What follows belongs to an exercise in optimizing a design on an open flow for small area and a short achievable clock period; a production flow would make more cautious choices. Only simulation tests tie the RTL to the original design; equivalence was not proved.

==> flow/design.v <==
module FpCustomMultiplier 
# (
	parameter	ManWidth	=	16,
	parameter	ExpWidth	=	6
)
(Rst_i,Clk_i,A_i,B_i,Nd_i,Result_o,ResultValid_o);	
	localparam	InOutWidth = 1+ExpWidth+ManWidth;
	localparam	ExtManWidth = 2+ManWidth;
	localparam	MultResultWidth = (ExtManWidth*2)-2;
	localparam	ExpConst = (2**(ExpWidth-1))-1;
	input	Rst_i;
	input	Clk_i;
	input	[InOutWidth-1:0]	A_i;
	input	[InOutWidth-1:0]	B_i;
	input	Nd_i;
	output	[InOutWidth-1:0]	Result_o;
	output	ResultValid_o;
	reg	expA_or;
	reg	expB_or;
	reg	signed	[ExtManWidth-1:0]	manAReg;
	reg	signed	[ExtManWidth-1:0]	manBReg;
	reg	[ExpWidth-1:0]	expAReg;
	reg	[ExpWidth-1:0]	expBReg;
	reg	[ExpWidth:0]	expAddProd;
	reg	expZero;
	reg	signed	[MultResultWidth-1:0]	manMultProd;
	reg	[ExpWidth-1:0]	expCReg;
	reg	expResultNegative;
	reg	[ManWidth-1:0]	manCReg;
	reg	[4:0]	signCShReg;
	reg	[5:0]	resValidShReg;
	assign Result_o = {signCShReg[2], expCReg,manCReg};
	assign ResultValid_o = resValidShReg[2];
	always	@(posedge	Clk_i)	begin
		expA_or	<=	|A_i[InOutWidth-2 -:ExpWidth];	 
		expB_or	<=	|B_i[InOutWidth-2 -:ExpWidth];
		manAReg	<=	{2'b01,A_i[ManWidth-1 -:ManWidth]};	 
		manBReg	<=	{2'b01,B_i[ManWidth-1 -:ManWidth]};
		expAReg	<=	A_i[InOutWidth-2 -:ExpWidth];	 
		expBReg	<=	B_i[InOutWidth-2 -:ExpWidth];
	end
	always	@(posedge	Clk_i)	begin
		manMultProd	<=	manAReg*manBReg;	 
		expAddProd	<=	expAReg+expBReg-ExpConst;	 
		expZero	<=	~(expA_or&expB_or);	 
	end
	always	@(posedge	Clk_i)	begin
		expResultNegative	<=	expAddProd[ExpWidth];  
		if	(Rst_i)	begin
			expCReg	<=	{ExpWidth{1'b0}};
		end	else	if	(expAddProd[ExpWidth]||expZero)	begin
			expCReg	<=	{ExpWidth{1'b0}};
		end	else	begin
			expCReg	<=	expAddProd[ExpWidth-1:0]+manMultProd[MultResultWidth-1];
		end
		if	(Rst_i)	begin
			manCReg	<=	{ManWidth{1'b0}};
		end	else	if	(expAddProd[ExpWidth]||expZero)	begin
			manCReg	<=	{ManWidth{1'b0}};
		end	else	if	(!manMultProd[MultResultWidth-1])	begin	 
			manCReg	<=	manMultProd[MultResultWidth-3 -:ManWidth];	
		end	else	begin
			manCReg	<=	manMultProd[MultResultWidth-2 -:ManWidth];
		end
	end
	always	@(posedge	Clk_i)	begin
		signCShReg	<=	{signCShReg[3:0], A_i[InOutWidth-1] ^ B_i[InOutWidth-1]};
	end
	always	@(posedge	Clk_i)	begin
		resValidShReg	<=	{resValidShReg[4:0],	Nd_i};
	end
endmodule
==> flow/run.sh <==
#!/bin/bash
# synth_recipe.tcl (not shown) runs the flow's synth.tcl, then flattens the netlist and writes it again
# the make line also repeats each setting of config.mk as NAME=value (left out here)
make -C /OpenROAD-flow-scripts/flow DESIGN_CONFIG=/design/flow/config.mk WORK_HOME=/design/flow/orfs CLKGATE_MAP_FILE= SYNTH_SCRIPT=/design/flow/synth_recipe.tcl finish
==> flow/config.mk <==
export PLATFORM = sky130hd
export DESIGN_NAME = FpCustomMultiplier
export DESIGN_NICKNAME = FpCustomMultiplier
export VERILOG_FILES = /design/flow/design.v
export SDC_FILE = /design/flow/constraint.sdc
export NUM_CORES = 4
export LEC_CHECK = 0
export CAP_MARGIN = 20
export CORE_MARGIN = 2
export CORE_UTILIZATION = 40
export SLEW_MARGIN = 20
==> flow/constraint.sdc <==
create_clock -name core_clock -period 7.0 [get_ports {Clk_i}]
set_input_delay 1.4000 -clock core_clock [delete_from_list [all_inputs] [get_ports {Clk_i}]]
set_output_delay 1.4000 -clock core_clock [all_outputs]
set_load 0.01 [all_outputs]
==> results_dict.tcl <==
set metrics [dict create \
    status "complete, no violations" \
    dr.first_iter.drc_count 364 \
    fin_crit_sh_pct 92.29 \
    slowest_delay_ns 0.92 \
    die_area_sq_um 30550 \
    die_h_microns 174.8 \
    viasPerCell 4.768 \
    cp-start-kind "register" \
    synth_cell_type_count 46 \
    required_ns 7.31 \
    vias 7977 \
    fin_util_pct 45.85 \
    yosys.area.top_type_share_pct 38.27 \
    port-buffer-count 72 \
    clk_pin_slew_worst_paths_ns 0.09 \
    cp_num_buf_inv 3 \
    hold_buffers 0 \
    synth_seq_cells 100 \
    crit_family "adder cells" \
    layout.cells.non_filler 1673 \
    root_buffer "clkbuf_16" \
    cts-htree-levels 3 \
    dp.cells 1657 \
    hp-class "register to register" \
    ant_nets 0 \
    yosysTopAreaCell "fa_1" \
    start_util_pct 40.65 \
    synth_edf_count 0 \
    slew_headroom_pct 35.12 \
    synth_area_leaders "fa_1 38%, dfxtp_1 17%, ha_1 13%" \
    path_class "register to register" \
    worstPathArrival_ns 6.77 \
    crit_path_end_kind "register" \
    hpwlAfterDp_microns 21640 \
    slew_violations 0 \
    post_cts_buffers 0 \
    nNetsFinal 1674 \
    antenna_found_initial 0 \
    critical_path.max_fanout 17 \
    drive_gt1_share_pct 3.413 \
    fin_skew_ns 0.01406 \
    drv_cap 0 \
    grt_max_degree 23 \
    rsz0062_at_grt "no" \
    syn_avg_cell_area_sq_um 9.547 \
    clock_latency_ns 0.36 \
    clockBufferDepth 2 \
    fp.coreArea_sq_um 28700 \
    yosysWarnings 1 \
    cts_buffers 9 \
    drt-wirelength-per-cell_microns 16.04 \
    syn-num-nets 1612 \
    firstDrtPassIters 8 \
    yosysSeqAreaShare_pct 17.16 \
    hold-worst-slack_ns 0.3310 \
    max_clock_freq_mhz 154.8 \
    tritoncts "built" \
    row_count 62 \
    wirelength_microns 26830 \
    path_cells "nand2_1 > fa_1 > fa_1 > fa_1 > inv_1 > fa_1 > fa_1 > inv_1 > fa_1 > inv_1 > ha_1 > nand2_2 > a2111oi_4 > a21oi_2 > a21oi_4 > a21oi_2 > or4b_1 > nand3_1" \
    cts-resized-gates 0 \
    setup_violations 0 \
    grt_pass1_wl_microns 44420 \
    first_global_vias 8627 \
    area.growth.synth_to_final_pct 12.82 \
    fin_setup_tns_ns 0 \
    pin_count 73 \
    synthTopCellsByCount "301 x inv_1, 223 x fa_1, 159 x nand2_1" \
    grt_usage_pct 18.71 \
    crit_top_cell "fa_1" \
    grt-ovfl-total 0 \
    async_reset_ff_share_pct 0 \
    worstMarginPinSlew_ns 0.9719 \
    final_hold_viol_count 0 \
    crit_path_top_delay_cell "dfxtp_1" \
    synth.most_common_cell "inv_1" \
    cts_sinks 100 \
    ys.flop_type "dfxtp_1" \
    drc_errors 0 \
    gp_congestion 0.8429 \
    netlist_instances 1222 \
    min_period_ns 6.460 \
    dieWidth_microns 174.8 \
    syn_area_sq_um 11670 \
    antenna_cells 0 \
]
## path summary, 6_finish.rpt
check | startpoint | to | slack, ns | depth (start not counted)
worst max-delay path | manBReg[2]$_DFF_P_ | manMultProd[32]$_DFF_P_ | 0.54 | 18
worst min-delay path | resValidShReg[0]$_DFF_P_ | resValidShReg[1]$_DFF_P_ | 0.33 | 0
worst max register to register | manBReg[2]$_DFF_P_ | manMultProd[32]$_DFF_P_ | 0.54 | 18
worst min register to register | resValidShReg[0]$_DFF_P_ | resValidShReg[1]$_DFF_P_ | 0.33 | 0
## metrics by stage
| stage | instance area, sq um | setup WS, ns |
|---|---|---|
| after global routing | 13160 | 0.2638 |
| after floorplan | 11670 | 1.256 |
| after global placement | 12840 | 0.6991 |
| after detailed placement | 12840 | 0.6055 |
| final | 13160 | 0.5397 |
| after CTS | 13160 | 0.5768 |
## metal layers
metal	up-vias	global-route usage (%)	wire length [microns]
met2	176	32.91	13680
met1	4031	24.24	11470
met5	-	0	0
met3	37	2.263	1145
met4	0	5.382	537
li1	3733	-	-
## state kept, by name (all words and copies together), names as in the netlist, 3 cells and up
name,flops
manBReg,16
expCReg,6
manAReg,16
expAReg,6
manMultProd,18
expAddProd,7
manCReg,16
signCShReg,3
resValidShReg,3
expBReg,6
## placed cells by master, fill, tap and decap left out, types with 3 or more instances in the layout
cell type / Yosys / routed
clkdlybuf4s50_1: 0 / 72
nand2_1: 159 / 159
a21o_1: 10 / 10
clkbuf_16: 0 / 9
xor2_1: 10 / 10
mux2i_1: 16 / 16
clkinv_8: 0 / 3
fa_1: 223 / 223
a21oi_1: 21 / 21
ha_1: 118 / 118
dfxtp_1: 100 / 100
o211ai_1: 3 / 3
a211oi_1: 3 / 3
and2_1: 98 / 98
xnor2_1: 17 / 17
nor2_1: 43 / 43
o21ai_0: 13 / 13
nand3_1: 8 / 8
inv_1: 301 / 301
nor2b_1: 5 / 5
buf_4: 2 / 17
## cell families after synthesis
kind of cell	after synthesis	synth area share (%)
fa+ha+maj	341	50.92
xor+xnor	27	2.027
compound gates	68	4.054
mux	16	1.373
buf+inv	339	10.97
simple gates	331	13.49
flops	100	17.16
## final cells by class
cell class | count | area (sq um)
sequential | 100 | 2002
fill | 2816 | 15540
clock buffer | 9 | 225.2
timing repair buffer | 89 | 848.3
inverter | 301 | 1130
clock inverter | 7 | 91.34
multi-input combinational | 783 | 8384
tap | 384 | 480.5

[afterwards: timing with drivers on the ports]
The results above use ideal ports. As a check the final layout listed here was re-extracted and re-timed, cells and wires unchanged.
Step 1: set_driving_cell puts a clkbuf_16 on Clk_i and a buf_2 on each other input, an assumption about the parent block.
Step 2, shift: input delay + t, output delay - t, t = (earliest + latest rising clock arrival at the registers) / 2. This alone moves slack from input paths to output paths.
Three values: ideal ports, drivers, drivers and shift; two values: the first two.
t, ns: 0.403
slack for setup (ns): 0.540 / 0.540 / 0.540
worst setup path after step 2: register to register
latest minus earliest clock arrival (ns): 0.014 / 0.014
worst data-port slew with drivers (ns): 0.03
After both steps this run still meets setup and hold. The setup slack of this run moves by 0.000 ns with the drivers and by 0.000 ns with both steps.
